From an optimization exercise on the open Yosys and OpenROAD flow, aimed at a short achievable clock period and few clock cycles per item; shortcuts taken in it are not production practice. In this exercise RTL edits were held to simulation tests only and were not proved equivalent to the original. Power is estimated from default activity; no workload was simulated.

Design top, start of the top module:
module top(
  input  wire         clk,
  input  wire         rstn,
  output wire [63:0]  pc,
  input  wire [31:0]  instr,
  output wire         this_ebreak,
  output wire         this_valid,
  output wire [63:0]  this_pc,
  output wire [31:0]  this_instr,
  output wire [63:0]  mm_addr,
  output wire [63:0]  mm_wdata,
  output wire [3:0]   mm_wlen,
  output wire         mm_wen,
  output wire         mm_ren,
  input  wire [63:0]  mm_rdata
);
For scale: about 2900 flip-flops, about 390 I/O pins, ~180000 µm² of cells after synthesis.
==> flow/config.mk <==
export PLATFORM = sky130hd
export DESIGN_NAME = top
export DESIGN_NICKNAME = top
export VERILOG_FILES = /design/flow/design.v
export SDC_FILE = /design/flow/constraint.sdc
export NUM_CORES = 4
export LEC_CHECK = 0
export ABC_AREA = 0
export ABC_CLOCK_PERIOD_IN_PS = 3000
export CAP_MARGIN = 40
export CORE_MARGIN = 2
export CORE_UTILIZATION = 40
export SETUP_SLACK_MARGIN = 5
export SLEW_MARGIN = 40
==> flow/constraint.sdc <==
create_clock -name core_clock -period 10.0 [get_ports {clk}]
set_input_delay 2.0000 -clock core_clock [delete_from_list [all_inputs] [get_ports {clk}]]
set_output_delay 2.0000 -clock core_clock [all_outputs]
set_load 0.01 [all_outputs]
standard.sh (not shown) runs the stock make flow with config.mk's settings and CLKGATE_MAP_FILE= SYNTH_SCRIPT=/design/flow/synth_recipe.tcl, a recipe that flattens the netlist after the stock synthesis.
==> flow/flow/run.sh <==
#!/bin/bash
set -euo pipefail
bash standard.sh finish SETUP_SLACK_MARGIN=6.5 MATCH_CELL_FOOTPRINT=0 \
  "BUFFER_PORTS_ARGS=-buffer_cell sky130_fd_sc_hd__buf_8" > standard_flow.log 2>&1
The first run ran to the end with no violations.
Testbench counts at the start, summed over its fixed seeds: cycles 64,493, instrs 58,905.
Then changed:
--- a/flow/design.v
+++ b/flow/design.v
@@ -32,31 +32,33 @@
   reg         e_bsign;     
   reg  [4:0]  e_rd;
   reg         e_wen;
   reg         e_load;
   reg         e_store;
   reg         e_branch;
   reg         e_pred;      
   reg         e_jalr;
   reg  [2:0]  e_f3;
+  reg  [3:0]  e_ql, e_qu;   
   reg  [3:0]  e_q, e_qn, e_qw;   
   reg         e_s_add, e_s_slt, e_s_sltu, e_s_xor, e_s_or, e_s_and;
   reg         e_s_sll, e_s_sr, e_s_link;
   reg         e_sra, e_word;
   reg  [63:0] m_res;
   reg  [4:0]  m_rd;
   reg         m_wen;
   reg         m_load;
   reg  [2:0]  m_f3;
   reg         m_ren;
   reg         m_sten;
   reg  [3:0]  m_wlen;
   reg  [63:0] m_sd;
+  reg  [63:0] m_addr;      
   reg         m_redir;
   reg  [63:0] m_tgt;
   reg         m_valid;
   reg  [63:0] m_pc;
   reg  [31:0] m_instr;
   reg         m_ebreak;
   reg  [63:0] w_res;
   wire [63:0] w_next;
   reg  [4:0]  w_rd;
@@ -170,19 +172,19 @@
       ({64{e_s_sr  }} & sr) |
       ({64{e_s_link}} & e_pc4);
   wire [63:0] r_oth_w = e_word ? {{32{r_oth[31]}}, r_oth[31:0]} : r_oth;
   wire [31:0] r_lo = ({32{e_q[0]}} & s00[31:0]) | ({32{e_q[1]}} & s10[31:0]) |
                      ({32{e_q[2]}} & s01[31:0]) | ({32{e_q[3]}} & s11[31:0]);
   wire [31:0] r_hi = ({32{e_qn[0]}} & s00[63:32]) | ({32{e_qn[1]}} & s10[63:32]) |
                      ({32{e_qn[2]}} & s01[63:32]) | ({32{e_qn[3]}} & s11[63:32]) |
                      ({32{e_qw[0] & s00[31]}}) | ({32{e_qw[1] & s10[31]}}) |
                      ({32{e_qw[2] & s01[31]}}) | ({32{e_qw[3] & s11[31]}});
-  wire        r_cmp = (e_s_slt & lt) | (e_s_sltu & ltu);
+  wire        r_cmp = |(e_ql & {1'b0, ls01, ls10, ls00}) | |(e_qu & {1'b0, lu01, lu10, lu00});
   wire [63:0] ex_res = {r_hi, r_lo} | r_oth_w | {63'd0, r_cmp};
   wire eq00 = &(e_a ^ e_b);
   wire eq10 = &(m_res ^ e_b);
   wire eq01 = e_a == m_res;
   function br_taken(input [2:0] f, input eq, input lts, input ltu_);
     case (f)
       3'd0: br_taken = eq;
       3'd1: br_taken = !eq;
       3'd4: br_taken = lts;
@@ -244,18 +246,20 @@
     e_fa_m   <= fa_m;
     e_fb_m   <= fb_m;
     e_fs_m   <= fs_m;
     e_rd     <= rd;
     e_f3     <= f3;
     e_s_add  <= s_add | s_sub;
     e_q      <= {4{s_add | s_sub}} & fcase;
     e_qn     <= {4{(s_add | s_sub) & !word}} & fcase;
     e_qw     <= {4{(s_add | s_sub) &  word}} & fcase;
+    e_ql     <= {4{s_slt}} & fcase;
+    e_qu     <= {4{s_sltu}} & fcase;
     e_s_slt  <= s_slt;
     e_s_sltu <= s_sltu;
     e_s_xor  <= s_xor;
     e_s_or   <= s_or;
     e_s_and  <= s_and;
     e_s_sll  <= s_sll;
     e_s_sr   <= s_sr;
     e_s_link <= s_link;
     e_sra    <= f7b;
@@ -277,18 +281,19 @@
       m_sten   <= e_store & e_live;
       m_load   <= e_load & e_live;
       m_valid  <= e_valid & e_live;
       m_ebreak <= e_ebreak & e_live;
     end
   end
   always @(posedge clk) begin
     m_res  <= ex_res;
     m_tgt   <= e_jalr ? sum : e_alt;
+    m_addr  <= sum;
     m_pc    <= e_pc;
     m_instr <= e_instr;
     m_rd   <= e_rd;
     m_f3   <= e_f3;
     m_sd   <= sd;
     m_wlen <= (e_f3[1:0] == 2'd0) ? 4'd1 :
               (e_f3[1:0] == 2'd1) ? 4'd2 :
               (e_f3[1:0] == 2'd2) ? 4'd4 : 4'd8;
   end
@@ -318,15 +323,15 @@
     end else if (w_wen) begin
       gpr[w_rd] <= w_res;
     end
   end
   assign pc          = f_pc;
   assign this_valid  = m_valid;
   assign this_pc     = m_pc;
   assign this_instr  = m_instr;
   assign this_ebreak = m_ebreak;
-  assign mm_addr     = m_res;
+  assign mm_addr     = m_addr;
   assign mm_wdata    = m_sd;
   assign mm_wlen     = m_wlen;
   assign mm_wen      = m_sten;
   assign mm_ren      = m_ren;
 endmodule
The changed run finished with timing, DRC and antenna clean.
Global-route usage came out lower by 2.6 points.
Fmax is about the same.
Non-clock buffer count drops by 18.
Combinational power came out higher by roughly a tenth.
Wire length goes down by a few percent.
Testbench counts after the change, summed over its fixed seeds: cycles 64,493, instrs 58,905.

==> what the ideal ports hide <==
Ports are ideal in the flow. The routed layouts listed here were re-timed in OpenROAD.
Step 1: set_driving_cell puts a clkbuf_16 on clk and a buf_2 on each other input, an assumption about the parent block.
Step 2 moves the port delays by t, midway between the first and last clock arrival at a register: inputs arrive t later, outputs are due t later. That takes back most of the time a late clock gives input paths.
a / b / c = no drivers / after step 1 / after step 2; a / b = the first two.
run | shift t [ns] | setup slack, ns | worst register clock-pin slew, ns | worst data-port slew with drivers (ns) | cell pins on the clock port's net
the first run | 1.120 | 5.561 / 5.476 / 4.356 | 0.07 / 0.07 | 0.53 | 1
the second run | 1.145 | 5.557 / 5.544 / 4.399 | 0.07 / 0.07 | 0.52 | 1
After both steps setup and hold are still met in every run listed. The setup slack of the first run, which loses most, moves by -0.085 ns with the drivers and by -1.205 ns with both steps.
